This design comes from an exercise in tuning for small area on the open sky130 flow, not from production work.
Function was checked by simulation only, so behaviour that the tests miss may differ from the original.

===== design.v =====
`timescale 1ns / 1ps
module FFT_8pt(
    input clk, reset,
    input [11:0] real_in, imag_in,
    input [2:0] addr_real, addr_imag,
    input wr_en_real, wr_en_imag,
    output [23:0] fft_real_out, fft_imag_out
);
    reg [95:0] real_mem, imag_mem;
    reg [2:0] read_addr_real, read_addr_imag;
    integer a;
    always @(posedge clk) begin
        for (a = 0; a < 8; a = a + 1) begin
            if (wr_en_real && addr_real == a) real_mem[a*12 +: 12] <= {~real_in[11], real_in[10:0]};
            if (wr_en_imag && addr_imag == a) imag_mem[a*12 +: 12] <= {~imag_in[11], imag_in[10:0]};
        end
        if (!wr_en_real) read_addr_real <= addr_real;
        if (!wr_en_imag) read_addr_imag <= addr_imag;
    end
    wire [11:0] mr = real_mem[read_addr_real*12 +: 12];
    wire [11:0] mi = imag_mem[read_addr_imag*12 +: 12];
    reg [2:0] k;
    reg run;
    always @(posedge clk or posedge reset) begin
        if (reset) begin
            k <= 3'd0;
            run <= 1'b0;
        end else begin
            k <= k + 3'd1;
            if (k == 3'd7) run <= 1'b1;
        end
    end
    wire sw = k[0] & k[1];
    wire ng = k[2] & ~k[0];
    wire [11:0] cr = sw ? mi : (mr ^ {12{ng}});
    wire [11:0] ci = (sw ? mr : mi) ^ {12{sw | ng}};
    reg [11:0] rr [0:7];
    reg [11:0] ri [0:7];
    wire [11:0] er = run ? rr[0] : cr;
    wire [11:0] ei = run ? ri[0] : ci;
    integer q;
    always @(posedge clk) begin
        for (q = 0; q < 7; q = q + 1) begin
            rr[q] <= rr[q+1];
            ri[q] <= ri[q+1];
        end
        rr[7] <= er;
        ri[7] <= ei;
    end
    wire [2:0] j = k + 3'd1;
    wire [11:0] sr0 = rr[1];
    wire [11:0] sr1 = rr[2];
    wire [11:0] sr2 = rr[3];
    wire [11:0] sr3 = rr[4];
    wire [11:0] sr4 = rr[5];
    wire [11:0] sr5 = rr[6];
    wire [11:0] sr6 = rr[7];
    wire [11:0] sr7 = er;
    wire [11:0] si0 = ri[1];
    wire [11:0] si1 = ri[2];
    wire [11:0] si2 = ri[3];
    wire [11:0] si3 = ri[4];
    wire [11:0] si4 = ri[5];
    wire [11:0] si5 = ri[6];
    wire [11:0] si6 = ri[7];
    wire [11:0] si7 = ei;
    wire odd = j[0];
    wire sn = ~j[0] & (j[1] ^ j[2]);
    wire t1 = j[0] & ~j[1];
    wire t3 = j[0] & j[1];
    wire snt1 = (~j[0] & (j[1] ^ j[2])) | (j[0] & ~j[1]);
    wire snt3 = (~j[0] & (j[1] ^ j[2])) | (j[0] & j[1]);
    wire [7:0] tab_cb0r = 8'b11111010;
    wire cb0r = tab_cb0r[j];
    wire [7:0] tab_cb0i = 8'b11111010;
    wire cb0i = tab_cb0i[j];
    wire [7:0] tab_cb1r = 8'b10101010;
    wire cb1r = tab_cb1r[j];
    wire [7:0] tab_cb1i = 8'b11101110;
    wire cb1i = tab_cb1i[j];
    wire [7:0] tab_cb2r = 8'b10111110;
    wire cb2r = tab_cb2r[j];
    wire [7:0] tab_cb2i = 8'b10111110;
    wire cb2i = tab_cb2i[j];
    wire [7:0] tab_cb3r = 8'b10101010;
    wire cb3r = tab_cb3r[j];
    wire [7:0] tab_cb3i = 8'b10111011;
    wire cb3i = tab_cb3i[j];
    wire [7:0] tab_cc0r = 8'b01010100;
    wire cc0r = tab_cc0r[j];
    wire [7:0] tab_cc0i = 8'b01010100;
    wire cc0i = tab_cc0i[j];
    wire [7:0] tab_cc1r = 8'b11101110;
    wire cc1r = tab_cc1r[j];
    wire [7:0] tab_cc1i = 8'b01000100;
    wire cc1i = tab_cc1i[j];
    wire [3:0] kc;
    wire [7:0] tab_kc0 = 8'b00000100;
    assign kc[0] = tab_kc0[j];
    wire [7:0] tab_kc1 = 8'b10101010;
    assign kc[1] = tab_kc1[j];
    wire [7:0] tab_kc2 = 8'b01010101;
    assign kc[2] = tab_kc2[j];
    wire [7:0] tab_kc3 = 8'b00100110;
    assign kc[3] = tab_kc3[j];
    wire [23:0] yr, yi;
    wire w0, w1, w2, w3, w4, w5, w6, w7, w8, w9, w10, w11, w12, w13, w14, w15, w16, w17, w18, w19, w20, w21, w22, w23, w24, w25, w26, w27, w28, w29, w30, w31, w32, w33, w34, w35, w36, w37, w38, w39, w40, w41, w42, w43, w44, w45, w46, w47, w48, w49, w50, w51, w52, w53, w54, w55, w56, w57, w58, w59, w60, w61, w62, w63, w64, w65, w66, w67, w68, w69, w70, w71, w72, w73, w74, w75, w76, w77, w78, w79, w80, w81, w82, w83, w84, w85, w86, w87, w88, w89, w90, w91, w92, w93, w94, w95, w96, w97, w98, w99, w100, w101, w102, w103, w104, w105, w106, w107, w108, w109, w110, w111, w112, w113, w114, w115, w116, w117, w118, w119, w120, w121, w122, w123, w124, w125, w126, w127, w128, w129, w130, w131, w132, w133, w134, w135, w136, w137, w138, w139, w140, w141, w142, w143, w144, w145, w146, w147, w148, w149, w150, w151, w152, w153, w154, w155, w156, w157, w158, w159, w160, w161, w162, w163, w164, w165, w166, w167, w168, w169, w170, w171, w172, w173, w174, w175, w176, w177, w178, w179, w180, w181, w182, w183, w184, w185, w186, w187, w188, w189, w190, w191, w192, w193, w194, w195, w196, w197, w198, w199, w200, w201, w202, w203, w204, w205, w206, w207, w208, w209, w210, w211, w212, w213, w214, w215, w216, w217, w218, w219, w220, w221, w222, w223, w224, w225, w226, w227, w228, w229, w230, w231, w232, w233, w234, w235, w236, w237, w238, w239, w240, w241, w242, w243, w244, w245, w246, w247, w248, w249, w250, w251, w252, w253, w254, w255, w256, w257, w258, w259, w260, w261, w262, w263, w264, w265, w266, w267, w268, w269, w270, w271, w272, w273, w274, w275, w276, w277, w278, w279, w280, w281, w282, w283, w284, w285, w286, w287, w288, w289, w290, w291, w292, w293, w294, w295, w296, w297, w298, w299, w300, w301, w302, w303, w304, w305, w306, w307, w308, w309, w310, w311, w312, w313, w314, w315, w316, w317, w318, w319, w320, w321, w322, w323, w324, w325, w326, w327, w328, w329, w330, w331, w332, w333, w334, w335, w336, w337, w338, w339, w340, w341, w342, w343, w344, w345, w346, w347, w348, w349, w350, w351, w352, w353, w354, w355, w356, w357, w358, w359, w360, w361, w362, w363, w364, w365, w366, w367, w368, w369, w370, w371, w372, w373, w374, w375, w376, w377, w378, w379, w380, w381, w382, w383, w384, w385, w386, w387, w388, w389, w390, w391, w392, w393, w394, w395, w396, w397, w398, w399, w400, w401, w402, w403, w404, w405, w406, w407, w408, w409, w410, w411, w412, w413, w414, w415, w416, w417, w418, w419, w420, w421, w422, w423, w424, w425, w426, w427, w428, w429, w430, w431, w432, w433, w434, w435, w436, w437, w438, w439, w440, w441, w442, w443, w444, w445, w446, w447, w448, w449, w450, w451, w452, w453, w454, w455, w456, w457, w458, w459, w460, w461, w462, w463, w464, w465, w466, w467, w468, w469, w470, w471, w472, w473, w474, w475, w476, w477, w478, w479, w480, w481, w482, w483, w484, w485, w486, w487, w488, w489, w490, w491, w492, w493, w494, w495, w496, w497, w498, w499, w500, w501, w502, w503, w504, w505, w506, w507, w508, w509, w510, w511, w512, w513, w514, w515, w516, w517, w518, w519, w520, w521, w522, w523, w524, w525, w526, w527, w528, w529, w530, w531, w532, w533, w534, w535, w536, w537, w538, w539, w540, w541, w542, w543, w544, w545, w546, w547, w548, w549, w550, w551, w552, w553, w554, w555, w556, w557, w558, w559, w560, w561, w562, w563, w564, w565, w566, w567, w568, w569, w570, w571, w572, w573, w574, w575, w576, w577, w578, w579, w580, w581, w582, w583, w584, w585, w586, w587, w588, w589, w590, w591, w592, w593, w594, w595, w596, w597, w598, w599, w600, w601, w602, w603, w604, w605, w606, w607, w608, w609, w610, w611, w612, w613, w614, w615, w616, w617, w618, w619, w620, w621, w622, w623, w624, w625, w626, w627, w628, w629, w630, w631, w632, w633, w634, w635, w636, w637, w638, w639, w640, w641, w642, w643, w644, w645, w646, w647, w648, w649, w650, w651, w652, w653, w654, w655, w656, w657, w658, w659, w660, w661, w662, w663, w664, w665, w666, w667, w668, w669, w670, w671, w672, w673, w674, w675, w676, w677, w678, w679, w680, w681, w682, w683, w684, w685, w686, w687, w688, w689, w690, w691, w692, w693, w694, w695, w696, w697, w698, w699, w700, w701, w702, w703, w704, w705, w706, w707, w708, w709, w710, w711, w712, w713, w714, w715, w716, w717, w718, w719, w720, w721, w722, w723, w724, w725, w726, w727, w728, w729, w730, w731, w732, w733, w734, w735, w736, w737, w738, w739, w740, w741, w742, w743, w744, w745, w746, w747, w748, w749, w750, w751, w752, w753, w754, w755, w756, w757, w758, w759, w760, w761, w762, w763, w764, w765, w766, w767, w768, w769, w770, w771, w772, w773, w774, w775, w776, w777, w778, w779, w780, w781, w782, w783, w784, w785, w786, w787, w788, w789, w790, w791, w792, w793, w794, w795, w796, w797, w798, w799, w800, w801, w802, w803, w804, w805, w806, w807, w808, w809, w810, w811, w812, w813, w814, w815, w816, w817, w818, w819, w820, w821, w822, w823, w824, w825, w826, w827, w828, w829, w830, w831, w832, w833, w834, w835, w836, w837, w838, w839, w840, w841, w842, w843, w844, w845, w846, w847, w848, w849, w850, w851, w852, w853, w854, w855, w856, w857, w858, w859, w860, w861, w862, w863, w864, w865, w866, w867, w868, w869, w870, w871, w872, w873, w874, w875, w876, w877, w878, w879, w880, w881, w882, w883, w884, w885, w886, w887, w888, w889, w890;
    assign w0 = ~sr4[0];
    assign w1 = ~sr4[1];
    assign w2 = ~sr4[2];
    assign w3 = ~sr4[3];
    assign w4 = ~sr4[4];
    assign w5 = ~sr4[5];
    assign w6 = ~sr4[6];
    assign w7 = ~sr4[7];
    assign w8 = ~sr4[8];
    assign w9 = ~sr4[9];
    assign w10 = ~sr4[10];
    assign w11 = ~sr4[11];
    fft_fa uw12 (.a(sr0[0]), .b(w0), .c(cb0r), .s(w12), .co(w13));
    fft_fa uw14 (.a(sr0[1]), .b(w1), .c(w13), .s(w14), .co(w15));
    fft_fa uw16 (.a(sr0[2]), .b(w2), .c(w15), .s(w16), .co(w17));
    fft_fa uw18 (.a(sr0[3]), .b(w3), .c(w17), .s(w18), .co(w19));
    fft_fa uw20 (.a(sr0[4]), .b(w4), .c(w19), .s(w20), .co(w21));
    fft_fa uw22 (.a(sr0[5]), .b(w5), .c(w21), .s(w22), .co(w23));
    fft_fa uw24 (.a(sr0[6]), .b(w6), .c(w23), .s(w24), .co(w25));
    fft_fa uw26 (.a(sr0[7]), .b(w7), .c(w25), .s(w26), .co(w27));
    fft_fa uw28 (.a(sr0[8]), .b(w8), .c(w27), .s(w28), .co(w29));
    fft_fa uw30 (.a(sr0[9]), .b(w9), .c(w29), .s(w30), .co(w31));
    fft_fa uw32 (.a(sr0[10]), .b(w10), .c(w31), .s(w32), .co(w33));
    fft_fa uw34 (.a(sr0[11]), .b(w11), .c(w33), .s(w34), .co(w35));
    fft_fa uw36 (.a(sr1[0]), .b(sr5[0]), .c(cb1r), .s(w36), .co(w37));
    fft_fa uw38 (.a(sr1[1]), .b(sr5[1]), .c(w37), .s(w38), .co(w39));
    fft_fa uw40 (.a(sr1[2]), .b(sr5[2]), .c(w39), .s(w40), .co(w41));
    fft_fa uw42 (.a(sr1[3]), .b(sr5[3]), .c(w41), .s(w42), .co(w43));
    fft_fa uw44 (.a(sr1[4]), .b(sr5[4]), .c(w43), .s(w44), .co(w45));
    fft_fa uw46 (.a(sr1[5]), .b(sr5[5]), .c(w45), .s(w46), .co(w47));
    fft_fa uw48 (.a(sr1[6]), .b(sr5[6]), .c(w47), .s(w48), .co(w49));
    fft_fa uw50 (.a(sr1[7]), .b(sr5[7]), .c(w49), .s(w50), .co(w51));
    fft_fa uw52 (.a(sr1[8]), .b(sr5[8]), .c(w51), .s(w52), .co(w53));
    fft_fa uw54 (.a(sr1[9]), .b(sr5[9]), .c(w53), .s(w54), .co(w55));
    fft_fa uw56 (.a(sr1[10]), .b(sr5[10]), .c(w55), .s(w56), .co(w57));
    fft_fa uw58 (.a(sr1[11]), .b(sr5[11]), .c(w57), .s(w58), .co(w59));
    assign w60 = ~sr6[0];
    assign w61 = ~sr6[1];
    assign w62 = ~sr6[2];
    assign w63 = ~sr6[3];
    assign w64 = ~sr6[4];
    assign w65 = ~sr6[5];
    assign w66 = ~sr6[6];
    assign w67 = ~sr6[7];
    assign w68 = ~sr6[8];
    assign w69 = ~sr6[9];
    assign w70 = ~sr6[10];
    assign w71 = ~sr6[11];
    fft_fa uw72 (.a(sr2[0]), .b(w60), .c(cb2r), .s(w72), .co(w73));
    fft_fa uw74 (.a(sr2[1]), .b(w61), .c(w73), .s(w74), .co(w75));
    fft_fa uw76 (.a(sr2[2]), .b(w62), .c(w75), .s(w76), .co(w77));
    fft_fa uw78 (.a(sr2[3]), .b(w63), .c(w77), .s(w78), .co(w79));
    fft_fa uw80 (.a(sr2[4]), .b(w64), .c(w79), .s(w80), .co(w81));
    fft_fa uw82 (.a(sr2[5]), .b(w65), .c(w81), .s(w82), .co(w83));
    fft_fa uw84 (.a(sr2[6]), .b(w66), .c(w83), .s(w84), .co(w85));
    fft_fa uw86 (.a(sr2[7]), .b(w67), .c(w85), .s(w86), .co(w87));
    fft_fa uw88 (.a(sr2[8]), .b(w68), .c(w87), .s(w88), .co(w89));
    fft_fa uw90 (.a(sr2[9]), .b(w69), .c(w89), .s(w90), .co(w91));
    fft_fa uw92 (.a(sr2[10]), .b(w70), .c(w91), .s(w92), .co(w93));
    fft_fa uw94 (.a(sr2[11]), .b(w71), .c(w93), .s(w94), .co(w95));
    fft_fa uw96 (.a(sr3[0]), .b(sr7[0]), .c(cb3r), .s(w96), .co(w97));
    fft_fa uw98 (.a(sr3[1]), .b(sr7[1]), .c(w97), .s(w98), .co(w99));
    fft_fa uw100 (.a(sr3[2]), .b(sr7[2]), .c(w99), .s(w100), .co(w101));
    fft_fa uw102 (.a(sr3[3]), .b(sr7[3]), .c(w101), .s(w102), .co(w103));
    fft_fa uw104 (.a(sr3[4]), .b(sr7[4]), .c(w103), .s(w104), .co(w105));
    fft_fa uw106 (.a(sr3[5]), .b(sr7[5]), .c(w105), .s(w106), .co(w107));
    fft_fa uw108 (.a(sr3[6]), .b(sr7[6]), .c(w107), .s(w108), .co(w109));
    fft_fa uw110 (.a(sr3[7]), .b(sr7[7]), .c(w109), .s(w110), .co(w111));
    fft_fa uw112 (.a(sr3[8]), .b(sr7[8]), .c(w111), .s(w112), .co(w113));
    fft_fa uw114 (.a(sr3[9]), .b(sr7[9]), .c(w113), .s(w114), .co(w115));
    fft_fa uw116 (.a(sr3[10]), .b(sr7[10]), .c(w115), .s(w116), .co(w117));
    fft_fa uw118 (.a(sr3[11]), .b(sr7[11]), .c(w117), .s(w118), .co(w119));
    assign w120 = ~si4[0];
    assign w121 = ~si4[1];
    assign w122 = ~si4[2];
    assign w123 = ~si4[3];
    assign w124 = ~si4[4];
    assign w125 = ~si4[5];
    assign w126 = ~si4[6];
    assign w127 = ~si4[7];
    assign w128 = ~si4[8];
    assign w129 = ~si4[9];
    assign w130 = ~si4[10];
    assign w131 = ~si4[11];
    fft_fa uw132 (.a(si0[0]), .b(w120), .c(cb0i), .s(w132), .co(w133));
    fft_fa uw134 (.a(si0[1]), .b(w121), .c(w133), .s(w134), .co(w135));
    fft_fa uw136 (.a(si0[2]), .b(w122), .c(w135), .s(w136), .co(w137));
    fft_fa uw138 (.a(si0[3]), .b(w123), .c(w137), .s(w138), .co(w139));
    fft_fa uw140 (.a(si0[4]), .b(w124), .c(w139), .s(w140), .co(w141));
    fft_fa uw142 (.a(si0[5]), .b(w125), .c(w141), .s(w142), .co(w143));
    fft_fa uw144 (.a(si0[6]), .b(w126), .c(w143), .s(w144), .co(w145));
    fft_fa uw146 (.a(si0[7]), .b(w127), .c(w145), .s(w146), .co(w147));
    fft_fa uw148 (.a(si0[8]), .b(w128), .c(w147), .s(w148), .co(w149));
    fft_fa uw150 (.a(si0[9]), .b(w129), .c(w149), .s(w150), .co(w151));
    fft_fa uw152 (.a(si0[10]), .b(w130), .c(w151), .s(w152), .co(w153));
    fft_fa uw154 (.a(si0[11]), .b(w131), .c(w153), .s(w154), .co(w155));
    fft_fa uw156 (.a(si1[0]), .b(si5[0]), .c(cb1i), .s(w156), .co(w157));
    fft_fa uw158 (.a(si1[1]), .b(si5[1]), .c(w157), .s(w158), .co(w159));
    fft_fa uw160 (.a(si1[2]), .b(si5[2]), .c(w159), .s(w160), .co(w161));
    fft_fa uw162 (.a(si1[3]), .b(si5[3]), .c(w161), .s(w162), .co(w163));
    fft_fa uw164 (.a(si1[4]), .b(si5[4]), .c(w163), .s(w164), .co(w165));
    fft_fa uw166 (.a(si1[5]), .b(si5[5]), .c(w165), .s(w166), .co(w167));
    fft_fa uw168 (.a(si1[6]), .b(si5[6]), .c(w167), .s(w168), .co(w169));
    fft_fa uw170 (.a(si1[7]), .b(si5[7]), .c(w169), .s(w170), .co(w171));
    fft_fa uw172 (.a(si1[8]), .b(si5[8]), .c(w171), .s(w172), .co(w173));
    fft_fa uw174 (.a(si1[9]), .b(si5[9]), .c(w173), .s(w174), .co(w175));
    fft_fa uw176 (.a(si1[10]), .b(si5[10]), .c(w175), .s(w176), .co(w177));
    fft_fa uw178 (.a(si1[11]), .b(si5[11]), .c(w177), .s(w178), .co(w179));
    assign w180 = ~si6[0];
    assign w181 = ~si6[1];
    assign w182 = ~si6[2];
    assign w183 = ~si6[3];
    assign w184 = ~si6[4];
    assign w185 = ~si6[5];
    assign w186 = ~si6[6];
    assign w187 = ~si6[7];
    assign w188 = ~si6[8];
    assign w189 = ~si6[9];
    assign w190 = ~si6[10];
    assign w191 = ~si6[11];
    fft_fa uw192 (.a(si2[0]), .b(w180), .c(cb2i), .s(w192), .co(w193));
    fft_fa uw194 (.a(si2[1]), .b(w181), .c(w193), .s(w194), .co(w195));
    fft_fa uw196 (.a(si2[2]), .b(w182), .c(w195), .s(w196), .co(w197));
    fft_fa uw198 (.a(si2[3]), .b(w183), .c(w197), .s(w198), .co(w199));
    fft_fa uw200 (.a(si2[4]), .b(w184), .c(w199), .s(w200), .co(w201));
    fft_fa uw202 (.a(si2[5]), .b(w185), .c(w201), .s(w202), .co(w203));
    fft_fa uw204 (.a(si2[6]), .b(w186), .c(w203), .s(w204), .co(w205));
    fft_fa uw206 (.a(si2[7]), .b(w187), .c(w205), .s(w206), .co(w207));
    fft_fa uw208 (.a(si2[8]), .b(w188), .c(w207), .s(w208), .co(w209));
    fft_fa uw210 (.a(si2[9]), .b(w189), .c(w209), .s(w210), .co(w211));
    fft_fa uw212 (.a(si2[10]), .b(w190), .c(w211), .s(w212), .co(w213));
    fft_fa uw214 (.a(si2[11]), .b(w191), .c(w213), .s(w214), .co(w215));
    fft_fa uw216 (.a(si3[0]), .b(si7[0]), .c(cb3i), .s(w216), .co(w217));
    fft_fa uw218 (.a(si3[1]), .b(si7[1]), .c(w217), .s(w218), .co(w219));
    fft_fa uw220 (.a(si3[2]), .b(si7[2]), .c(w219), .s(w220), .co(w221));
    fft_fa uw222 (.a(si3[3]), .b(si7[3]), .c(w221), .s(w222), .co(w223));
    fft_fa uw224 (.a(si3[4]), .b(si7[4]), .c(w223), .s(w224), .co(w225));
    fft_fa uw226 (.a(si3[5]), .b(si7[5]), .c(w225), .s(w226), .co(w227));
    fft_fa uw228 (.a(si3[6]), .b(si7[6]), .c(w227), .s(w228), .co(w229));
    fft_fa uw230 (.a(si3[7]), .b(si7[7]), .c(w229), .s(w230), .co(w231));
    fft_fa uw232 (.a(si3[8]), .b(si7[8]), .c(w231), .s(w232), .co(w233));
    fft_fa uw234 (.a(si3[9]), .b(si7[9]), .c(w233), .s(w234), .co(w235));
    fft_fa uw236 (.a(si3[10]), .b(si7[10]), .c(w235), .s(w236), .co(w237));
    fft_fa uw238 (.a(si3[11]), .b(si7[11]), .c(w237), .s(w238), .co(w239));
    fft_fa uw240 (.a(w12), .b(w72), .c(cc0r), .s(w240), .co(w241));
    fft_fa uw242 (.a(w14), .b(w74), .c(w241), .s(w242), .co(w243));
    fft_fa uw244 (.a(w16), .b(w76), .c(w243), .s(w244), .co(w245));
    fft_fa uw246 (.a(w18), .b(w78), .c(w245), .s(w246), .co(w247));
    fft_fa uw248 (.a(w20), .b(w80), .c(w247), .s(w248), .co(w249));
    fft_fa uw250 (.a(w22), .b(w82), .c(w249), .s(w250), .co(w251));
    fft_fa uw252 (.a(w24), .b(w84), .c(w251), .s(w252), .co(w253));
    fft_fa uw254 (.a(w26), .b(w86), .c(w253), .s(w254), .co(w255));
    fft_fa uw256 (.a(w28), .b(w88), .c(w255), .s(w256), .co(w257));
    fft_fa uw258 (.a(w30), .b(w90), .c(w257), .s(w258), .co(w259));
    fft_fa uw260 (.a(w32), .b(w92), .c(w259), .s(w260), .co(w261));
    fft_fa uw262 (.a(w34), .b(w94), .c(w261), .s(w262), .co(w263));
    fft_fa uw264 (.a(w35), .b(w95), .c(w263), .s(w264), .co(w265));
    fft_fa uw266 (.a(w132), .b(w192), .c(cc0i), .s(w266), .co(w267));
    fft_fa uw268 (.a(w134), .b(w194), .c(w267), .s(w268), .co(w269));
    fft_fa uw270 (.a(w136), .b(w196), .c(w269), .s(w270), .co(w271));
    fft_fa uw272 (.a(w138), .b(w198), .c(w271), .s(w272), .co(w273));
    fft_fa uw274 (.a(w140), .b(w200), .c(w273), .s(w274), .co(w275));
    fft_fa uw276 (.a(w142), .b(w202), .c(w275), .s(w276), .co(w277));
    fft_fa uw278 (.a(w144), .b(w204), .c(w277), .s(w278), .co(w279));
    fft_fa uw280 (.a(w146), .b(w206), .c(w279), .s(w280), .co(w281));
    fft_fa uw282 (.a(w148), .b(w208), .c(w281), .s(w282), .co(w283));
    fft_fa uw284 (.a(w150), .b(w210), .c(w283), .s(w284), .co(w285));
    fft_fa uw286 (.a(w152), .b(w212), .c(w285), .s(w286), .co(w287));
    fft_fa uw288 (.a(w154), .b(w214), .c(w287), .s(w288), .co(w289));
    fft_fa uw290 (.a(w155), .b(w215), .c(w289), .s(w290), .co(w291));
    assign w292 = ~w216;
    assign w293 = ~w218;
    assign w294 = ~w220;
    assign w295 = ~w222;
    assign w296 = ~w224;
    assign w297 = ~w226;
    assign w298 = ~w228;
    assign w299 = ~w230;
    assign w300 = ~w232;
    assign w301 = ~w234;
    assign w302 = ~w236;
    assign w303 = ~w238;
    assign w304 = ~w239;
    fft_fa uw305 (.a(w36), .b(w292), .c(cc1r), .s(w305), .co(w306));
    fft_fa uw307 (.a(w38), .b(w293), .c(w306), .s(w307), .co(w308));
    fft_fa uw309 (.a(w40), .b(w294), .c(w308), .s(w309), .co(w310));
    fft_fa uw311 (.a(w42), .b(w295), .c(w310), .s(w311), .co(w312));
    fft_fa uw313 (.a(w44), .b(w296), .c(w312), .s(w313), .co(w314));
    fft_fa uw315 (.a(w46), .b(w297), .c(w314), .s(w315), .co(w316));
    fft_fa uw317 (.a(w48), .b(w298), .c(w316), .s(w317), .co(w318));
    fft_fa uw319 (.a(w50), .b(w299), .c(w318), .s(w319), .co(w320));
    fft_fa uw321 (.a(w52), .b(w300), .c(w320), .s(w321), .co(w322));
    fft_fa uw323 (.a(w54), .b(w301), .c(w322), .s(w323), .co(w324));
    fft_fa uw325 (.a(w56), .b(w302), .c(w324), .s(w325), .co(w326));
    fft_fa uw327 (.a(w58), .b(w303), .c(w326), .s(w327), .co(w328));
    fft_fa uw329 (.a(w59), .b(w304), .c(w328), .s(w329), .co(w330));
    fft_fa uw331 (.a(w156), .b(w96), .c(cc1i), .s(w331), .co(w332));
    fft_fa uw333 (.a(w158), .b(w98), .c(w332), .s(w333), .co(w334));
    fft_fa uw335 (.a(w160), .b(w100), .c(w334), .s(w335), .co(w336));
    fft_fa uw337 (.a(w162), .b(w102), .c(w336), .s(w337), .co(w338));
    fft_fa uw339 (.a(w164), .b(w104), .c(w338), .s(w339), .co(w340));
    fft_fa uw341 (.a(w166), .b(w106), .c(w340), .s(w341), .co(w342));
    fft_fa uw343 (.a(w168), .b(w108), .c(w342), .s(w343), .co(w344));
    fft_fa uw345 (.a(w170), .b(w110), .c(w344), .s(w345), .co(w346));
    fft_fa uw347 (.a(w172), .b(w112), .c(w346), .s(w347), .co(w348));
    fft_fa uw349 (.a(w174), .b(w114), .c(w348), .s(w349), .co(w350));
    fft_fa uw351 (.a(w176), .b(w116), .c(w350), .s(w351), .co(w352));
    fft_fa uw353 (.a(w178), .b(w118), .c(w352), .s(w353), .co(w354));
    fft_fa uw355 (.a(w179), .b(w119), .c(w354), .s(w355), .co(w356));
    assign w357 = t1 ? w331 : w305;
    assign w358 = w357 ^ sn;
    assign w359 = t1 ? w333 : w307;
    assign w360 = w359 ^ sn;
    assign w361 = t1 ? w335 : w309;
    assign w362 = w361 ^ sn;
    assign w363 = t1 ? w337 : w311;
    assign w364 = w363 ^ sn;
    assign w365 = t1 ? w339 : w313;
    assign w366 = w365 ^ sn;
    assign w367 = t1 ? w341 : w315;
    assign w368 = w367 ^ sn;
    assign w369 = t1 ? w343 : w317;
    assign w370 = w369 ^ sn;
    assign w371 = t1 ? w345 : w319;
    assign w372 = w371 ^ sn;
    assign w373 = t1 ? w347 : w321;
    assign w374 = w373 ^ sn;
    assign w375 = t1 ? w349 : w323;
    assign w376 = w375 ^ sn;
    assign w377 = t1 ? w351 : w325;
    assign w378 = w377 ^ sn;
    assign w379 = t1 ? w353 : w327;
    assign w380 = w379 ^ sn;
    assign w381 = t1 ? w355 : w329;
    assign w382 = w381 ^ sn;
    assign w383 = t1 ? w356 : w330;
    assign w384 = w383 ^ sn;
    assign w385 = t1 ? w305 : w331;
    assign w386 = w385 ^ snt1;
    assign w387 = t1 ? w307 : w333;
    assign w388 = w387 ^ snt1;
    assign w389 = t1 ? w309 : w335;
    assign w390 = w389 ^ snt1;
    assign w391 = t1 ? w311 : w337;
    assign w392 = w391 ^ snt1;
    assign w393 = t1 ? w313 : w339;
    assign w394 = w393 ^ snt1;
    assign w395 = t1 ? w315 : w341;
    assign w396 = w395 ^ snt1;
    assign w397 = t1 ? w317 : w343;
    assign w398 = w397 ^ snt1;
    assign w399 = t1 ? w319 : w345;
    assign w400 = w399 ^ snt1;
    assign w401 = t1 ? w321 : w347;
    assign w402 = w401 ^ snt1;
    assign w403 = t1 ? w323 : w349;
    assign w404 = w403 ^ snt1;
    assign w405 = t1 ? w325 : w351;
    assign w406 = w405 ^ snt1;
    assign w407 = t1 ? w327 : w353;
    assign w408 = w407 ^ snt1;
    assign w409 = t1 ? w329 : w355;
    assign w410 = w409 ^ snt1;
    assign w411 = t1 ? w330 : w356;
    assign w412 = w411 ^ snt1;
    assign w413 = w240 ^ sn;
    assign w414 = w242 ^ sn;
    assign w415 = w244 ^ sn;
    assign w416 = w246 ^ sn;
    assign w417 = w248 ^ sn;
    assign w418 = w250 ^ sn;
    assign w419 = w252 ^ sn;
    assign w420 = w254 ^ sn;
    assign w421 = w256 ^ sn;
    assign w422 = w258 ^ sn;
    assign w423 = w260 ^ sn;
    assign w424 = w262 ^ sn;
    assign w425 = w264 ^ sn;
    assign w426 = w265 ^ sn;
    assign w427 = w266 & odd;
    assign w428 = w427 ^ t3;
    assign w429 = w268 & odd;
    assign w430 = w429 ^ t3;
    assign w431 = w270 & odd;
    assign w432 = w431 ^ t3;
    assign w433 = w272 & odd;
    assign w434 = w433 ^ t3;
    assign w435 = w274 & odd;
    assign w436 = w435 ^ t3;
    assign w437 = w276 & odd;
    assign w438 = w437 ^ t3;
    assign w439 = w278 & odd;
    assign w440 = w439 ^ t3;
    assign w441 = w280 & odd;
    assign w442 = w441 ^ t3;
    assign w443 = w282 & odd;
    assign w444 = w443 ^ t3;
    assign w445 = w284 & odd;
    assign w446 = w445 ^ t3;
    assign w447 = w286 & odd;
    assign w448 = w447 ^ t3;
    assign w449 = w288 & odd;
    assign w450 = w449 ^ t3;
    assign w451 = w290 & odd;
    assign w452 = w451 ^ t3;
    assign w453 = w291 & odd;
    assign w454 = w453 ^ t3;
    fft_fa uw455 (.a(w413), .b(w428), .c(snt3), .s(w455), .co(w456));
    fft_fa uw457 (.a(w414), .b(w430), .c(w456), .s(w457), .co(w458));
    fft_fa uw459 (.a(w415), .b(w432), .c(w458), .s(w459), .co(w460));
    fft_fa uw461 (.a(w416), .b(w434), .c(w460), .s(w461), .co(w462));
    fft_fa uw463 (.a(w417), .b(w436), .c(w462), .s(w463), .co(w464));
    fft_fa uw465 (.a(w418), .b(w438), .c(w464), .s(w465), .co(w466));
    fft_fa uw467 (.a(w419), .b(w440), .c(w466), .s(w467), .co(w468));
    fft_fa uw469 (.a(w420), .b(w442), .c(w468), .s(w469), .co(w470));
    fft_fa uw471 (.a(w421), .b(w444), .c(w470), .s(w471), .co(w472));
    fft_fa uw473 (.a(w422), .b(w446), .c(w472), .s(w473), .co(w474));
    fft_fa uw475 (.a(w423), .b(w448), .c(w474), .s(w475), .co(w476));
    fft_fa uw477 (.a(w424), .b(w450), .c(w476), .s(w477), .co(w478));
    fft_fa uw479 (.a(w425), .b(w452), .c(w478), .s(w479), .co(w480));
    fft_fa uw481 (.a(w426), .b(w454), .c(w480), .s(w481), .co(w482));
    assign w483 = w266 ^ sn;
    assign w484 = w268 ^ sn;
    assign w485 = w270 ^ sn;
    assign w486 = w272 ^ sn;
    assign w487 = w274 ^ sn;
    assign w488 = w276 ^ sn;
    assign w489 = w278 ^ sn;
    assign w490 = w280 ^ sn;
    assign w491 = w282 ^ sn;
    assign w492 = w284 ^ sn;
    assign w493 = w286 ^ sn;
    assign w494 = w288 ^ sn;
    assign w495 = w290 ^ sn;
    assign w496 = w291 ^ sn;
    assign w497 = w240 & odd;
    assign w498 = w497 ^ t1;
    assign w499 = w242 & odd;
    assign w500 = w499 ^ t1;
    assign w501 = w244 & odd;
    assign w502 = w501 ^ t1;
    assign w503 = w246 & odd;
    assign w504 = w503 ^ t1;
    assign w505 = w248 & odd;
    assign w506 = w505 ^ t1;
    assign w507 = w250 & odd;
    assign w508 = w507 ^ t1;
    assign w509 = w252 & odd;
    assign w510 = w509 ^ t1;
    assign w511 = w254 & odd;
    assign w512 = w511 ^ t1;
    assign w513 = w256 & odd;
    assign w514 = w513 ^ t1;
    assign w515 = w258 & odd;
    assign w516 = w515 ^ t1;
    assign w517 = w260 & odd;
    assign w518 = w517 ^ t1;
    assign w519 = w262 & odd;
    assign w520 = w519 ^ t1;
    assign w521 = w264 & odd;
    assign w522 = w521 ^ t1;
    assign w523 = w265 & odd;
    assign w524 = w523 ^ t1;
    fft_fa uw525 (.a(w483), .b(w498), .c(snt1), .s(w525), .co(w526));
    fft_fa uw527 (.a(w484), .b(w500), .c(w526), .s(w527), .co(w528));
    fft_fa uw529 (.a(w485), .b(w502), .c(w528), .s(w529), .co(w530));
    fft_fa uw531 (.a(w486), .b(w504), .c(w530), .s(w531), .co(w532));
    fft_fa uw533 (.a(w487), .b(w506), .c(w532), .s(w533), .co(w534));
    fft_fa uw535 (.a(w488), .b(w508), .c(w534), .s(w535), .co(w536));
    fft_fa uw537 (.a(w489), .b(w510), .c(w536), .s(w537), .co(w538));
    fft_fa uw539 (.a(w490), .b(w512), .c(w538), .s(w539), .co(w540));
    fft_fa uw541 (.a(w491), .b(w514), .c(w540), .s(w541), .co(w542));
    fft_fa uw543 (.a(w492), .b(w516), .c(w542), .s(w543), .co(w544));
    fft_fa uw545 (.a(w493), .b(w518), .c(w544), .s(w545), .co(w546));
    fft_fa uw547 (.a(w494), .b(w520), .c(w546), .s(w547), .co(w548));
    fft_fa uw549 (.a(w495), .b(w522), .c(w548), .s(w549), .co(w550));
    fft_fa uw551 (.a(w496), .b(w524), .c(w550), .s(w551), .co(w552));
    assign w553 = w455 & odd;
    assign w554 = w457 & odd;
    assign w555 = w459 & odd;
    assign w556 = w461 & odd;
    assign w557 = w463 & odd;
    assign w558 = w465 & odd;
    assign w559 = w467 & odd;
    assign w560 = w469 & odd;
    assign w561 = w471 & odd;
    assign w562 = w473 & odd;
    assign w563 = w475 & odd;
    assign w564 = w477 & odd;
    assign w565 = w479 & odd;
    assign w566 = w481 & odd;
    assign w567 = w482 & odd;
    fft_ha uw568 (.a(w555), .b(w553), .s(w568), .co(w569));
    fft_fa uw570 (.a(w556), .b(w554), .c(w569), .s(w570), .co(w571));
    fft_fa uw572 (.a(w557), .b(w555), .c(w571), .s(w572), .co(w573));
    fft_fa uw574 (.a(w558), .b(w556), .c(w573), .s(w574), .co(w575));
    fft_fa uw576 (.a(w559), .b(w557), .c(w575), .s(w576), .co(w577));
    fft_fa uw578 (.a(w560), .b(w558), .c(w577), .s(w578), .co(w579));
    fft_fa uw580 (.a(w561), .b(w559), .c(w579), .s(w580), .co(w581));
    fft_fa uw582 (.a(w562), .b(w560), .c(w581), .s(w582), .co(w583));
    fft_fa uw584 (.a(w563), .b(w561), .c(w583), .s(w584), .co(w585));
    fft_fa uw586 (.a(w564), .b(w562), .c(w585), .s(w586), .co(w587));
    fft_fa uw588 (.a(w565), .b(w563), .c(w587), .s(w588), .co(w589));
    fft_fa uw590 (.a(w566), .b(w564), .c(w589), .s(w590), .co(w591));
    fft_fa uw592 (.a(w567), .b(w565), .c(w591), .s(w592), .co(w593));
    fft_ha uw594 (.a(w566), .b(w593), .s(w594), .co(w595));
    fft_ha uw596 (.a(w567), .b(w595), .s(w596), .co(w597));
    assign w598 = ~w553;
    assign w599 = ~w554;
    assign w600 = ~w568;
    assign w601 = ~w570;
    assign w602 = ~w572;
    assign w603 = ~w574;
    assign w604 = ~w576;
    assign w605 = ~w578;
    assign w606 = ~w580;
    assign w607 = ~w582;
    assign w608 = ~w584;
    assign w609 = ~w586;
    assign w610 = ~w588;
    assign w611 = ~w590;
    assign w612 = ~w592;
    assign w613 = ~w594;
    assign w614 = ~w596;
    assign w615 = ~w597;
    assign w616 = ~(w572 ^ w598);
    assign w617 = w572 | w598;
    fft_fa uw618 (.a(w574), .b(w599), .c(w617), .s(w618), .co(w619));
    fft_fa uw620 (.a(w576), .b(w600), .c(w619), .s(w620), .co(w621));
    fft_fa uw622 (.a(w578), .b(w601), .c(w621), .s(w622), .co(w623));
    fft_fa uw624 (.a(w358), .b(w455), .c(w580), .s(w624), .co(w625));
    fft_fa uw626 (.a(w602), .b(kc[0]), .c(w623), .s(w626), .co(w627));
    fft_fa uw628 (.a(w360), .b(w457), .c(w582), .s(w628), .co(w629));
    fft_fa uw630 (.a(w603), .b(w625), .c(w627), .s(w630), .co(w631));
    fft_fa uw632 (.a(w362), .b(w459), .c(w584), .s(w632), .co(w633));
    fft_fa uw634 (.a(w604), .b(w629), .c(w631), .s(w634), .co(w635));
    fft_fa uw636 (.a(w364), .b(w461), .c(w586), .s(w636), .co(w637));
    fft_fa uw638 (.a(w605), .b(w633), .c(w635), .s(w638), .co(w639));
    fft_fa uw640 (.a(w366), .b(w463), .c(w588), .s(w640), .co(w641));
    fft_fa uw642 (.a(w606), .b(w637), .c(w639), .s(w642), .co(w643));
    fft_fa uw644 (.a(w368), .b(w465), .c(w590), .s(w644), .co(w645));
    fft_fa uw646 (.a(w607), .b(w641), .c(w643), .s(w646), .co(w647));
    fft_fa uw648 (.a(w370), .b(w467), .c(w592), .s(w648), .co(w649));
    fft_fa uw650 (.a(w608), .b(kc[1]), .c(w645), .s(w650), .co(w651));
    fft_fa uw652 (.a(w647), .b(w648), .c(w650), .s(w652), .co(w653));
    fft_fa uw654 (.a(w372), .b(w469), .c(w594), .s(w654), .co(w655));
    fft_fa uw656 (.a(w609), .b(kc[1]), .c(w649), .s(w656), .co(w657));
    fft_fa uw658 (.a(w651), .b(w653), .c(w654), .s(w658), .co(w659));
    fft_fa uw660 (.a(w374), .b(w471), .c(w596), .s(w660), .co(w661));
    fft_fa uw662 (.a(w610), .b(w655), .c(w657), .s(w662), .co(w663));
    fft_fa uw664 (.a(w659), .b(w660), .c(w662), .s(w664), .co(w665));
    fft_fa uw666 (.a(w376), .b(w473), .c(w597), .s(w666), .co(w667));
    fft_fa uw668 (.a(w611), .b(kc[1]), .c(w661), .s(w668), .co(w669));
    fft_fa uw670 (.a(w663), .b(w665), .c(w666), .s(w670), .co(w671));
    fft_fa uw672 (.a(w378), .b(w475), .c(w612), .s(w672), .co(w673));
    fft_fa uw674 (.a(w667), .b(w669), .c(w671), .s(w674), .co(w675));
    fft_fa uw676 (.a(w380), .b(w477), .c(w613), .s(w676), .co(w677));
    fft_fa uw678 (.a(w673), .b(w675), .c(w676), .s(w678), .co(w679));
    fft_fa uw680 (.a(w382), .b(w479), .c(w614), .s(w680), .co(w681));
    fft_fa uw682 (.a(kc[1]), .b(w677), .c(w679), .s(w682), .co(w683));
    fft_fa uw684 (.a(w384), .b(w481), .c(w615), .s(w684), .co(w685));
    fft_fa uw686 (.a(kc[1]), .b(w681), .c(w683), .s(w686), .co(w687));
    fft_fa uw688 (.a(w482), .b(kc[1]), .c(w685), .s(w688), .co(w689));
    fft_ha uw690 (.a(w624), .b(w626), .s(w690), .co(w691));
    fft_fa uw692 (.a(w628), .b(w630), .c(w691), .s(w692), .co(w693));
    fft_fa uw694 (.a(w632), .b(w634), .c(w693), .s(w694), .co(w695));
    fft_fa uw696 (.a(w636), .b(w638), .c(w695), .s(w696), .co(w697));
    fft_fa uw698 (.a(w640), .b(w642), .c(w697), .s(w698), .co(w699));
    fft_fa uw700 (.a(w644), .b(w646), .c(w699), .s(w700), .co(w701));
    fft_ha uw702 (.a(w652), .b(w701), .s(w702), .co(w703));
    fft_fa uw704 (.a(w656), .b(w658), .c(w703), .s(w704), .co(w705));
    fft_ha uw706 (.a(w664), .b(w705), .s(w706), .co(w707));
    fft_fa uw708 (.a(w668), .b(w670), .c(w707), .s(w708), .co(w709));
    fft_fa uw710 (.a(w672), .b(w674), .c(w709), .s(w710), .co(w711));
    fft_ha uw712 (.a(w678), .b(w711), .s(w712), .co(w713));
    fft_fa uw714 (.a(w680), .b(w682), .c(w713), .s(w714), .co(w715));
    fft_fa uw716 (.a(w684), .b(w686), .c(w715), .s(w716), .co(w717));
    fft_fa uw718 (.a(w687), .b(w688), .c(w717), .s(w718), .co(w719));
    fft_fa uw720 (.a(kc[2]), .b(w689), .c(w719), .s(w720), .co(w721));
    assign w722 = w525 & odd;
    assign w723 = w527 & odd;
    assign w724 = w529 & odd;
    assign w725 = w531 & odd;
    assign w726 = w533 & odd;
    assign w727 = w535 & odd;
    assign w728 = w537 & odd;
    assign w729 = w539 & odd;
    assign w730 = w541 & odd;
    assign w731 = w543 & odd;
    assign w732 = w545 & odd;
    assign w733 = w547 & odd;
    assign w734 = w549 & odd;
    assign w735 = w551 & odd;
    assign w736 = w552 & odd;
    fft_ha uw737 (.a(w724), .b(w722), .s(w737), .co(w738));
    fft_fa uw739 (.a(w725), .b(w723), .c(w738), .s(w739), .co(w740));
    fft_fa uw741 (.a(w726), .b(w724), .c(w740), .s(w741), .co(w742));
    fft_fa uw743 (.a(w727), .b(w725), .c(w742), .s(w743), .co(w744));
    fft_fa uw745 (.a(w728), .b(w726), .c(w744), .s(w745), .co(w746));
    fft_fa uw747 (.a(w729), .b(w727), .c(w746), .s(w747), .co(w748));
    fft_fa uw749 (.a(w730), .b(w728), .c(w748), .s(w749), .co(w750));
    fft_fa uw751 (.a(w731), .b(w729), .c(w750), .s(w751), .co(w752));
    fft_fa uw753 (.a(w732), .b(w730), .c(w752), .s(w753), .co(w754));
    fft_fa uw755 (.a(w733), .b(w731), .c(w754), .s(w755), .co(w756));
    fft_fa uw757 (.a(w734), .b(w732), .c(w756), .s(w757), .co(w758));
    fft_fa uw759 (.a(w735), .b(w733), .c(w758), .s(w759), .co(w760));
    fft_fa uw761 (.a(w736), .b(w734), .c(w760), .s(w761), .co(w762));
    fft_ha uw763 (.a(w735), .b(w762), .s(w763), .co(w764));
    fft_ha uw765 (.a(w736), .b(w764), .s(w765), .co(w766));
    assign w767 = ~w722;
    assign w768 = ~w723;
    assign w769 = ~w737;
    assign w770 = ~w739;
    assign w771 = ~w741;
    assign w772 = ~w743;
    assign w773 = ~w745;
    assign w774 = ~w747;
    assign w775 = ~w749;
    assign w776 = ~w751;
    assign w777 = ~w753;
    assign w778 = ~w755;
    assign w779 = ~w757;
    assign w780 = ~w759;
    assign w781 = ~w761;
    assign w782 = ~w763;
    assign w783 = ~w765;
    assign w784 = ~w766;
    assign w785 = ~(w741 ^ w767);
    assign w786 = w741 | w767;
    fft_fa uw787 (.a(w743), .b(w768), .c(w786), .s(w787), .co(w788));
    fft_fa uw789 (.a(w745), .b(w769), .c(w788), .s(w789), .co(w790));
    fft_fa uw791 (.a(w747), .b(w770), .c(w790), .s(w791), .co(w792));
    fft_fa uw793 (.a(w386), .b(w525), .c(w749), .s(w793), .co(w794));
    fft_fa uw795 (.a(w771), .b(kc[3]), .c(w792), .s(w795), .co(w796));
    fft_fa uw797 (.a(w388), .b(w527), .c(w751), .s(w797), .co(w798));
    fft_fa uw799 (.a(w772), .b(w794), .c(w796), .s(w799), .co(w800));
    fft_fa uw801 (.a(w390), .b(w529), .c(w753), .s(w801), .co(w802));
    fft_fa uw803 (.a(w773), .b(w798), .c(w800), .s(w803), .co(w804));
    fft_fa uw805 (.a(w392), .b(w531), .c(w755), .s(w805), .co(w806));
    fft_fa uw807 (.a(w774), .b(w802), .c(w804), .s(w807), .co(w808));
    fft_fa uw809 (.a(w394), .b(w533), .c(w757), .s(w809), .co(w810));
    fft_fa uw811 (.a(w775), .b(w806), .c(w808), .s(w811), .co(w812));
    fft_fa uw813 (.a(w396), .b(w535), .c(w759), .s(w813), .co(w814));
    fft_fa uw815 (.a(w776), .b(w810), .c(w812), .s(w815), .co(w816));
    fft_fa uw817 (.a(w398), .b(w537), .c(w761), .s(w817), .co(w818));
    fft_fa uw819 (.a(w777), .b(kc[1]), .c(w814), .s(w819), .co(w820));
    fft_fa uw821 (.a(w816), .b(w817), .c(w819), .s(w821), .co(w822));
    fft_fa uw823 (.a(w400), .b(w539), .c(w763), .s(w823), .co(w824));
    fft_fa uw825 (.a(w778), .b(kc[1]), .c(w818), .s(w825), .co(w826));
    fft_fa uw827 (.a(w820), .b(w822), .c(w823), .s(w827), .co(w828));
    fft_fa uw829 (.a(w402), .b(w541), .c(w765), .s(w829), .co(w830));
    fft_fa uw831 (.a(w779), .b(w824), .c(w826), .s(w831), .co(w832));
    fft_fa uw833 (.a(w828), .b(w829), .c(w831), .s(w833), .co(w834));
    fft_fa uw835 (.a(w404), .b(w543), .c(w766), .s(w835), .co(w836));
    fft_fa uw837 (.a(w780), .b(kc[1]), .c(w830), .s(w837), .co(w838));
    fft_fa uw839 (.a(w832), .b(w834), .c(w835), .s(w839), .co(w840));
    fft_fa uw841 (.a(w406), .b(w545), .c(w781), .s(w841), .co(w842));
    fft_fa uw843 (.a(w836), .b(w838), .c(w840), .s(w843), .co(w844));
    fft_fa uw845 (.a(w408), .b(w547), .c(w782), .s(w845), .co(w846));
    fft_fa uw847 (.a(w842), .b(w844), .c(w845), .s(w847), .co(w848));
    fft_fa uw849 (.a(w410), .b(w549), .c(w783), .s(w849), .co(w850));
    fft_fa uw851 (.a(kc[1]), .b(w846), .c(w848), .s(w851), .co(w852));
    fft_fa uw853 (.a(w412), .b(w551), .c(w784), .s(w853), .co(w854));
    fft_fa uw855 (.a(kc[1]), .b(w850), .c(w852), .s(w855), .co(w856));
    fft_fa uw857 (.a(w552), .b(kc[1]), .c(w854), .s(w857), .co(w858));
    fft_ha uw859 (.a(w793), .b(w795), .s(w859), .co(w860));
    fft_fa uw861 (.a(w797), .b(w799), .c(w860), .s(w861), .co(w862));
    fft_fa uw863 (.a(w801), .b(w803), .c(w862), .s(w863), .co(w864));
    fft_fa uw865 (.a(w805), .b(w807), .c(w864), .s(w865), .co(w866));
    fft_fa uw867 (.a(w809), .b(w811), .c(w866), .s(w867), .co(w868));
    fft_fa uw869 (.a(w813), .b(w815), .c(w868), .s(w869), .co(w870));
    fft_ha uw871 (.a(w821), .b(w870), .s(w871), .co(w872));
    fft_fa uw873 (.a(w825), .b(w827), .c(w872), .s(w873), .co(w874));
    fft_ha uw875 (.a(w833), .b(w874), .s(w875), .co(w876));
    fft_fa uw877 (.a(w837), .b(w839), .c(w876), .s(w877), .co(w878));
    fft_fa uw879 (.a(w841), .b(w843), .c(w878), .s(w879), .co(w880));
    fft_ha uw881 (.a(w847), .b(w880), .s(w881), .co(w882));
    fft_fa uw883 (.a(w849), .b(w851), .c(w882), .s(w883), .co(w884));
    fft_fa uw885 (.a(w853), .b(w855), .c(w884), .s(w885), .co(w886));
    fft_fa uw887 (.a(w856), .b(w857), .c(w886), .s(w887), .co(w888));
    fft_fa uw889 (.a(kc[2]), .b(w858), .c(w888), .s(w889), .co(w890));
    assign yr[0] = w553;
    assign yr[1] = w554;
    assign yr[2] = w568;
    assign yr[3] = w570;
    assign yr[4] = w616;
    assign yr[5] = w618;
    assign yr[6] = w620;
    assign yr[7] = w622;
    assign yr[8] = w690;
    assign yr[9] = w692;
    assign yr[10] = w694;
    assign yr[11] = w696;
    assign yr[12] = w698;
    assign yr[13] = w700;
    assign yr[14] = w702;
    assign yr[15] = w704;
    assign yr[16] = w706;
    assign yr[17] = w708;
    assign yr[18] = w710;
    assign yr[19] = w712;
    assign yr[20] = w714;
    assign yr[21] = w716;
    assign yr[22] = w718;
    assign yr[23] = w720;
    assign yi[0] = w722;
    assign yi[1] = w723;
    assign yi[2] = w737;
    assign yi[3] = w739;
    assign yi[4] = w785;
    assign yi[5] = w787;
    assign yi[6] = w789;
    assign yi[7] = w791;
    assign yi[8] = w859;
    assign yi[9] = w861;
    assign yi[10] = w863;
    assign yi[11] = w865;
    assign yi[12] = w867;
    assign yi[13] = w869;
    assign yi[14] = w871;
    assign yi[15] = w873;
    assign yi[16] = w875;
    assign yi[17] = w877;
    assign yi[18] = w879;
    assign yi[19] = w881;
    assign yi[20] = w883;
    assign yi[21] = w885;
    assign yi[22] = w887;
    assign yi[23] = w889;
    reg [23:0] out_r, out_i;
    always @(posedge clk) begin
        out_r <= yr;
        out_i <= yi;
    end
    assign fft_real_out = out_r;
    assign fft_imag_out = out_i;
endmodule
module fft_fa(input a, b, c, output s, co);
    assign s = a ^ b ^ c;
    assign co = (a & b) | (a & c) | (b & c);
endmodule
module fft_ha(input a, b, output s, co);
    assign s = a ^ b;
    assign co = a & b;
endmodule

===== constraint.sdc =====
create_clock -name core_clock -period 16.0 [get_ports {clk}]
set_input_delay 3.2000 -clock core_clock [delete_from_list [all_inputs] [get_ports {clk}]]
set_output_delay 3.2000 -clock core_clock [all_outputs]
set_load 0.01 [all_outputs]

===== flow/downsize.tcl =====
# Set every combinational cell to the smallest-area drive strength of the
# same cell, and let placement's repair_design and repair_timing size back up
# what the layout needs.
set db [ord::get_db]
set block [ord::get_db_block]
set n 0
foreach inst [$block getInsts] {
  set m [$inst getMaster]
  set name [$m getName]
  if {![regexp {^(sky130_fd_sc_hd__[a-z0-9]+)_([0-9]+)$} $name -> base drv]} { continue }
  if {[string match "*__df*" $base] || [string match "*__edf*" $base] \
      || [string match "*clk*" $base] || [string match "*conb*" $base]} { continue }
  set best $m
  set barea [expr {[$m getWidth] * [$m getHeight]}]
  foreach d {0 1 2} {
    set c [$db findMaster ${base}_$d]
    if {$c == "NULL" || $c == ""} { continue }
    set a [expr {[$c getWidth] * [$c getHeight]}]
    if {$a < $barea} { set best $c; set barea $a }
  }
  if {$best != $m} {
    $inst swapMaster $best
    incr n
  }
}
puts "downsize.tcl: $n instances resized"

===== config.mk =====
export PLATFORM = sky130hd
export DESIGN_NAME = FFT_8pt
export DESIGN_NICKNAME = FFT_8pt
export VERILOG_FILES = /design/flow/design.v
export SDC_FILE = /design/flow/constraint.sdc
export NUM_CORES = 4
export LEC_CHECK = 0
export CAP_MARGIN = 0
export CORE_MARGIN = 2
export CORE_UTILIZATION = 65
export SLEW_MARGIN = 0
export SYNTH_HIERARCHICAL = 1

===== flow/run.sh =====
#!/bin/bash
# Standard layout, with these changes: ports are buffered with the smallest
# buffer; the clock tree uses clkbuf_4 leaves and no dummy loads; buffers
# that synthesis added are removed and its upsized cells set back to drive 1
# after floorplanning (repair_design and repair_timing resize as needed).
set -euo pipefail
export BUFFER_PORTS_ARGS="-buffer_cell sky130_fd_sc_hd__buf_1"
export CTS_ARGS="-sink_clustering_enable -repair_clock_nets -dont_use_dummy_load -sink_clustering_size 10 -sink_clustering_max_diameter 50 -buf_list sky130_fd_sc_hd__clkbuf_4 -root_buf sky130_fd_sc_hd__clkbuf_16"
export REMOVE_ABC_BUFFERS=1
export POST_FLOORPLAN_TCL="$PWD/flow/downsize.tcl"
bash standard.sh > standard.log 2>&1

===== standard.sh =====
#!/bin/bash
# synth_recipe.tcl (not shown) runs the flow's synth.tcl, then flattens the netlist and writes it again
# the make line also repeats each setting of config.mk as NAME=value (left out here)
make -C /OpenROAD-flow-scripts/flow DESIGN_CONFIG=/design/flow/config.mk WORK_HOME=/design/flow/orfs CLKGATE_MAP_FILE= SYNTH_SCRIPT=/design/flow/synth_recipe.tcl "${@:-finish}"

==> qor.yml, run 1 <==
yosys:
  synth_top_cells_by_area: "edfxtp_1, fa_1, dfxtp_1"
  seq_area_frac_synth_pct: 50.3
  ys_warn_count: 9
  yosys.area.top_type: "edfxtp_1"
  syn_area_per_cell_um2: 16.8
  synth.ff_latch_count: 442
  synthCells: 1284
  synth_top_area_share_pct: 27.6
  synth.distinct_cells: 28
  syn_area_mm2: 0.0216
timing:
  report.final.slew_viol_count: 0
  layout_min_cycle_time_ns: 15.48
  rsz0062_at_grt: "false"
  slew_headroom_pct: 20.0
  max_freq_mhz: 64.6
  finalCritPeriodShare_pct: 96.8
  worst_slew_pin_slew_ns: 1.19
  finalSetupViolations: 0
  fin_worst_skew_ns: 0.0578
  finalSetupTns_ns: 0
  hold_slack_ns: 0.310
  finalHoldViolCount: 0
place:
  dp_hpwl_um: 30300
  placed_cells: 1794
  gp_congestion: 0.812
  port-buffer-count: 81
floorplanning:
  dieArea_mm2: 0.0346
  initial_core_util_pct: 66.1
  fp.dieH_um: 186
  ioPinCount: 82
  design.core.area_mm2: 0.0326
  num_rows: 66
  dieWidth_um: 186
worst_setup_path:
  r2r_cells: 36
  ff2ff_setup_slack_ns: 0.52
  endpoint_kind: "flip-flop"
  critPathArrivalTime_ns: 15.84
  crit_slowest_cell: "fa_1"
  crit_path_start_kind: "flip-flop"
  crit_type: "flip-flop to flip-flop"
  crit_top_cell: "fa_1"
  critPathTopFamily: "adder cells"
  cp_max_fo: 7
  r2r-start: "k[1]$_DFF_PP0_"
  reg2reg_to: "out_r[23]$_DFF_P_"
  path_buf_inv: 0
  critPathMaxStageDelay_ns: 0.61
  cp.required_ns: 16.35
clock_tree:
  cts_max_level: 2
  cts_buffer_depth: 3
  clock_latency_ns: 0.54
  cts_hold_buf: 0
  cts_root_buf: "clkbuf_16"
  cts_num_sinks: 442
  cts_tree: "built"
  cts_setup_buffers: 0
  cts.clk_slew.worst_paths_ns: 0.10
  cts-resized-gates: 0
  numCtsBuffers: 53
layout:
  areaGrowthSynthToFinish_pct: 4.70
  post-route-util_pct: 69.2
  diodes: 0
  fillers: 2258
  drive_gt1_share_pct: 9.68
  layout.nets: 1760
  multiInputGateArea_mm2: 0.00975
  ff_latch_area_mm2: 0.0109
  stdcell_count: 1847
flow_run:
  max_cap_viol_count: 0
worst_hold_path:
  holdCritStartpoint: "ri[5][6]$_DFF_P_"
  hold_depth: 0
  hp-class: "flip-flop to flip-flop"
  holdPathEnd: "ri[4][6]$_DFF_P_"
route:
  vias_per_cell: 5.34
  drt_first_pass_iters: 5
  drc: 0
  wl_per_cell_um: 21.2
  drt_first_iter_violations: 549
  vias: 9860
  totalWireLength_um: 39100
  ant_nets: 0
grt:
  grt_start_max_net_pins: 47
  overflow: 0
  grt_use_total_pct: 24.4
  grt_pass1_wl_um: 61300
  antenna_found_initial: 0
  grt_pass1_vias: 10900
run_status:
  status: "complete, no violations"
==> flip-flops by register name (all words and copies together), names as in the netlist <==
register and flops:
imag_mem 96, k 3, read_addr_real 3, rr 96, real_mem 96, read_addr_imag 3, out_r 24, ri 96
out_i 24, run 1
==> cell usage after synthesis (all sizes together) <==
cell type    n
nor2        13
xor2        15
nor3        16
edfxtp     198
xnor2       82
buf         23
nand2b      10
mux2         1
fa         296
or2          1
nand2       42
inv        109
clkbuf      19
mux4        48
dfrtp        4
ha          23
nor2b       53
dfxtp      240
mux2i       79
a221oi      12
==> worst register-to-register path: cells and delay by family (launching register included) <==
| kind | cells | cell delay (ns) |
|---|---|---|
| adder cells (fa/ha/maj) | 32 | 14.02 |
| flip-flops | 1 | 0.46 |
| multiplexers | 1 | 0.33 |
| XOR/XNOR | 1 | 0.18 |
| AND/OR/NAND/NOR | 2 | 0.32 |
==> worst max-delay path by stage <==
| stage | startpoint | slack, ns | endpoint | cells past startpoint |
|---|---|---|---|---|
| after detailed placement | k[1]$_DFF_PP0_ | 0.53 | out_r[23]$_DFF_P_ | 36 |
| after floorplan | k[0]$_DFF_PP0_ | 0.07 | out_i[23]$_DFF_P_ | 34 |
| after global routing | k[1]$_DFF_PP0_ | 0.09 | out_r[23]$_DFF_P_ | 36 |
| final | k[1]$_DFF_PP0_ | 0.52 | out_r[23]$_DFF_P_ | 36 |
| after global placement | k[1]$_DFF_PP0_ | 0.67 | out_r[23]$_DFF_P_ | 36 |
| after CTS | k[1]$_DFF_PP0_ | 0.48 | out_r[23]$_DFF_P_ | 36 |
==> layout by cell type (no fill, tap or decap) <==
cell type / netlist / routed
nand2b_1: 10 / 10
dfrtp_1: 4 / 4
nor2b_1: 53 / 53
ha_1: 23 / 22
mux4_2: 46 / 48
or2_2: 1 / 1
inv_2: 0 / 1
mux2i_1: 55 / 78
buf_4: 1 / 29
clkbuf_16: 0 / 5
edfxtp_1: 198 / 198
inv_1: 109 / 108
buf_1: 4 / 81
mux2_2: 1 / 1
nor2_1: 13 / 13
nand2_2: 0 / 1
dfxtp_1: 240 / 240
fa_1: 296 / 296
clkbuf_4: 0 / 48
ha_2: 0 / 1
nor3_1: 15 / 16
nand2_1: 42 / 41
xnor2_1: 82 / 82
xor2_1: 15 / 15
mux2i_2: 7 / 1
a221oi_1: 0 / 12
==> final cells by class <==
class | instances | share of cell area [%]
repair buffers | 110 | 2.31
well taps | 442 | 2.45
clock buffers | 53 | 2.15
multi-input cells | 691 | 43.2
flip-flops and latches | 442 | 48.1
inverters | 109 | 1.81
==> per-module statistics from Yosys (local to each module, per instance) <==
module	cells	cell area [um2]	times used	flops+latches
fft_fa	1	20.0	296	0
FFT_8pt	974	15500	1	442
fft_ha	1	12.5	14	0
==> layer usage <==
| metal | share of wire [%] | vias to the layer above | global-route usage, % |
|---|---|---|---|
| met2 | 49 | 226 | 39.6 |
| met4 | 2.5 | 0 | 7.72 |
| met3 | 4.3 | 60 | 3.93 |
| met1 | 44 | 5078 | 34.7 |
| met5 | 0 | - | 0 |
| li1 | - | 4496 | - |
==> through the flow <==
stage	setup slack, ns	instance area, um2
detailed placement	0.529	22100
global placement	0.666	22100
finish	0.516	22600
floorplan	0.0694	21300
global route	0.0895	22600
CTS	0.481	22600
==> kinds of logic after synthesis <==
| logic type | synth area share (%) |
|---|---|
| multiplexers | 9.88 |
| flip-flops | 50.3 |
| XOR/XNOR | 3.94 |
| adder cells (fa/ha/maj) | 28.8 |
| AO/OA/AOI/OAI | 0.836 |
| AND/OR/NAND/NOR | 3.21 |
| buffers and inverters | 2.97 |
==> run 2, diff against run 1 <==
--- a/config.mk
+++ b/config.mk
@@ -6,7 +6,7 @@
 export NUM_CORES = 4
 export LEC_CHECK = 0
-export CAP_MARGIN = 0
+export CAP_MARGIN = 10
 export CORE_MARGIN = 2
 export CORE_UTILIZATION = 65
-export SLEW_MARGIN = 0
+export SLEW_MARGIN = 10
 export SYNTH_HIERARCHICAL = 1
==> run 2 against run 1 <==
  * Non-clock buffer count unchanged
  * Critical endpoint unchanged
  * Maximum frequency about the same
==> qor.yml, run 2 <==
run_status:
  status: "complete, no violations"
yosys:
  async_flop_share_pct: 0.905  # unchanged
  synth.most_common_cell: "fa_1"
  synthCells: 1284  # unchanged
  synth_ff_type: "dfxtp_1"
  synth_top_cells_by_area: "edfxtp_1, fa_1, dfxtp_1"
  synth_edf_count: 198  # unchanged
  seq_area_frac_synth_pct: 50.3  # unchanged
  ys_warn_count: 9  # unchanged
  yosys.area.top_type: "edfxtp_1"
  synth_top_area_share_pct: 27.6  # unchanged
  syn_area_mm2: 0.0216  # unchanged
route:
  vias: 9878  # +0.18%
  totalWireLength_um: 39100  # about the same
  ant_nets: 0  # unchanged
  drt_first_iter_violations: 532  # -3.1%
  vias_per_cell: 5.35  # +0.18%
  drc: 0  # unchanged
  wl_per_cell_um: 21.2  # about the same
clock_tree:
  clock_latency_ns: 0.54  # about the same
  cts.clk_slew.worst_paths_ns: 0.10  # about the same
  cts_setup_buffers: 0  # unchanged
  cts-resized-gates: 0  # unchanged
  numCtsBuffers: 53  # unchanged
  cts_max_level: 2  # unchanged
  cts_buffer_depth: 3  # unchanged
  cts_tree: "built"
worst_setup_path:
  cp.required_ns: 16.35  # about the same
  critPathArrivalTime_ns: 15.84  # about the same
  cp_max_fo: 7  # unchanged
  crit_path_start_kind: "flip-flop"
  crit_type: "flip-flop to flip-flop"
  critPathMaxStageDelay_ns: 0.61  # about the same
  endpoint_kind: "flip-flop"
  crit_slowest_cell: "fa_1"
place:
  port-buffer-count: 81  # unchanged
  placed_area_mm2: 0.0221  # unchanged
  gp_congestion: 0.812  # unchanged
  dp_slack_ns: 0.529  # unchanged
  dp_hpwl_um: 30300  # unchanged
floorplanning:
  design.core.area_mm2: 0.0326  # unchanged
  dieWidth_um: 186  # unchanged
  ioPinCount: 82  # unchanged
  dieArea_mm2: 0.0346  # unchanged
  fp.dieH_um: 186  # unchanged
  initial_core_util_pct: 66.1  # unchanged
timing:
  rsz0062_at_grt: "false"
  slew_headroom_pct: 39.5  # +19 points
  max_freq_mhz: 64.6  # about the same
  worst_slew_pin_slew_ns: 0.907  # -0.283 ns
  finalHoldViolCount: 0  # unchanged
  finalCritPeriodShare_pct: 96.8  # about the same
  fin_worst_skew_ns: 0.0578  # +0.00000230 ns
  report.final.slew_viol_count: 0  # unchanged
  setup_ws_ns: 0.517  # +0.000309 ns
  finalSetupViolations: 0  # unchanged
worst_hold_path:
  hp-class: "flip-flop to flip-flop"
layout:
  areaGrowthSynthToFinish_pct: 4.72  # about the same
  layout_commonest_cell: "fa_1"
  post-route-util_pct: 69.2  # about the same
  drive_gt1_share_pct: 9.75  # +0.071 points
grt:
  grt_pass1_wl_um: 61300  # unchanged
  grt_start_max_net_pins: 47  # unchanged
  antenna_found_initial: 0  # unchanged
  grt_pass1_vias: 10900  # unchanged
flow_run:
  max_cap_viol_count: 0  # unchanged
-- run 2: cell types whose count changed in the layout (fill, tap and decap cells not counted) --
cell,previous run,this run
nor3_1,16,15
nor3_2,0,1
-- run 2: worst paths after layout --
check                            startpoint                end  slack, ns  depth (start not counted)
hold / removal             ri[5][6]$_DFF_P_   ri[4][6]$_DFF_P_       0.31                          0
setup / recovery             k[1]$_DFF_PP0_  out_r[23]$_DFF_P_       0.52                         36
setup reg to reg             k[1]$_DFF_PP0_  out_r[23]$_DFF_P_       0.52                         36
hold reg to reg            ri[5][6]$_DFF_P_   ri[4][6]$_DFF_P_       0.31                          0
min in group asynchronous             reset    run$_DFFE_PP0N_       2.50                          2
max in group asynchronous             reset     k[1]$_DFF_PP0_      13.31                          2
-- run 2: layer usage --
metal | vias to the layer above | track usage [%] | share of wire [%] | wire length (um)
met4 | 0 | 7.72 | 2.5 | 993
met3 | 66 | 3.93 | 4.1 | 1590
li1 | 4495 | - | - | -
met2 | 208 | 39.6 | 49 | 19100
met1 | 5109 | 34.7 | 45 | 17400
met5 | - | 0 | 0 | 0
-- run 2: cells by family (layout without fill, tap and decap cells) --
logic type | Yosys count | count (layout) | share of synthesized area [%]
compound gates | 12 | 12 | 0.836
buf+inv | 151 | 272 | 2.97
fa+ha+maj | 319 | 319 | 28.8
xor+xnor | 97 | 97 | 3.94
flops | 442 | 442 | 50.3
mux | 128 | 128 | 9.88
simple gates | 135 | 135 | 3.21
-- run 2: cell type report --
| cell class | instances | area [um2] |
|---|---|---|
| Clock buffer | 53 | 485 |
| Fill cell | 2256 | 10000 |
| Inverter | 109 | 409 |
| Multi-Input combinational cell | 691 | 9750 |
| Sequential cell | 442 | 10900 |
| Tap cell | 442 | 553 |
| Timing Repair Buffer | 110 | 522 |
-- run 2: worst register-to-register path: cells and delay by family, from the launching register on --
kind,cells,cell delay [ns]
xor+xnor,1,0.19
simple gates,2,0.33
mux,1,0.33
flops,1,0.46
fa+ha+maj,32,14.02
-- run 2: per-stage QoR --
stage / hold slack (ns) / std cells
2_1_floorplan: 0.331 / 1242
3_3_place_gp: 0.336 / 1794
3_5_place_dp: 0.335 / 1794
4_1_cts: 0.318 / 1847
5_1_grt: 0.321 / 1847
6_report: 0.311 / 1847
-- run 2: modules after synthesis, one instance, submodules excluded --
module	flops+latches	cells inside	copies in the design	cell area, um2
fft_ha	0	1	14	12.5
fft_fa	0	1	296	20.0
FFT_8pt	442	974	1	15500

==> re-timing with driven ports <==
No port has a modelled driver above. Below, the same layouts with a new extraction and two added sets of constraints.
Step 1 sets driving cells, clkbuf_16 on the clock port and buf_2 on the other inputs (assumed; they add their load-dependent delay and slew).
Step 2 also shifts input and output timing later by t, the mid clock arrival at the registers, as if the neighbouring blocks saw the same clock.
a / b / c = no drivers / after step 1 / after step 2; a / b = the first two.
run	shift t [ns]	slack for setup (ns)	latest minus earliest clock arrival (ns)	slew at the worst register clock pin (ns)	cell pins on the clock port's net
run 1	0.560	0.516 / 0.516 / 0.516	0.061 / 0.061	0.11 / 0.11	1
run 2	0.559	0.517 / 0.517 / 0.517	0.061 / 0.061	0.11 / 0.11	1
After both steps every run listed still meets setup and hold.
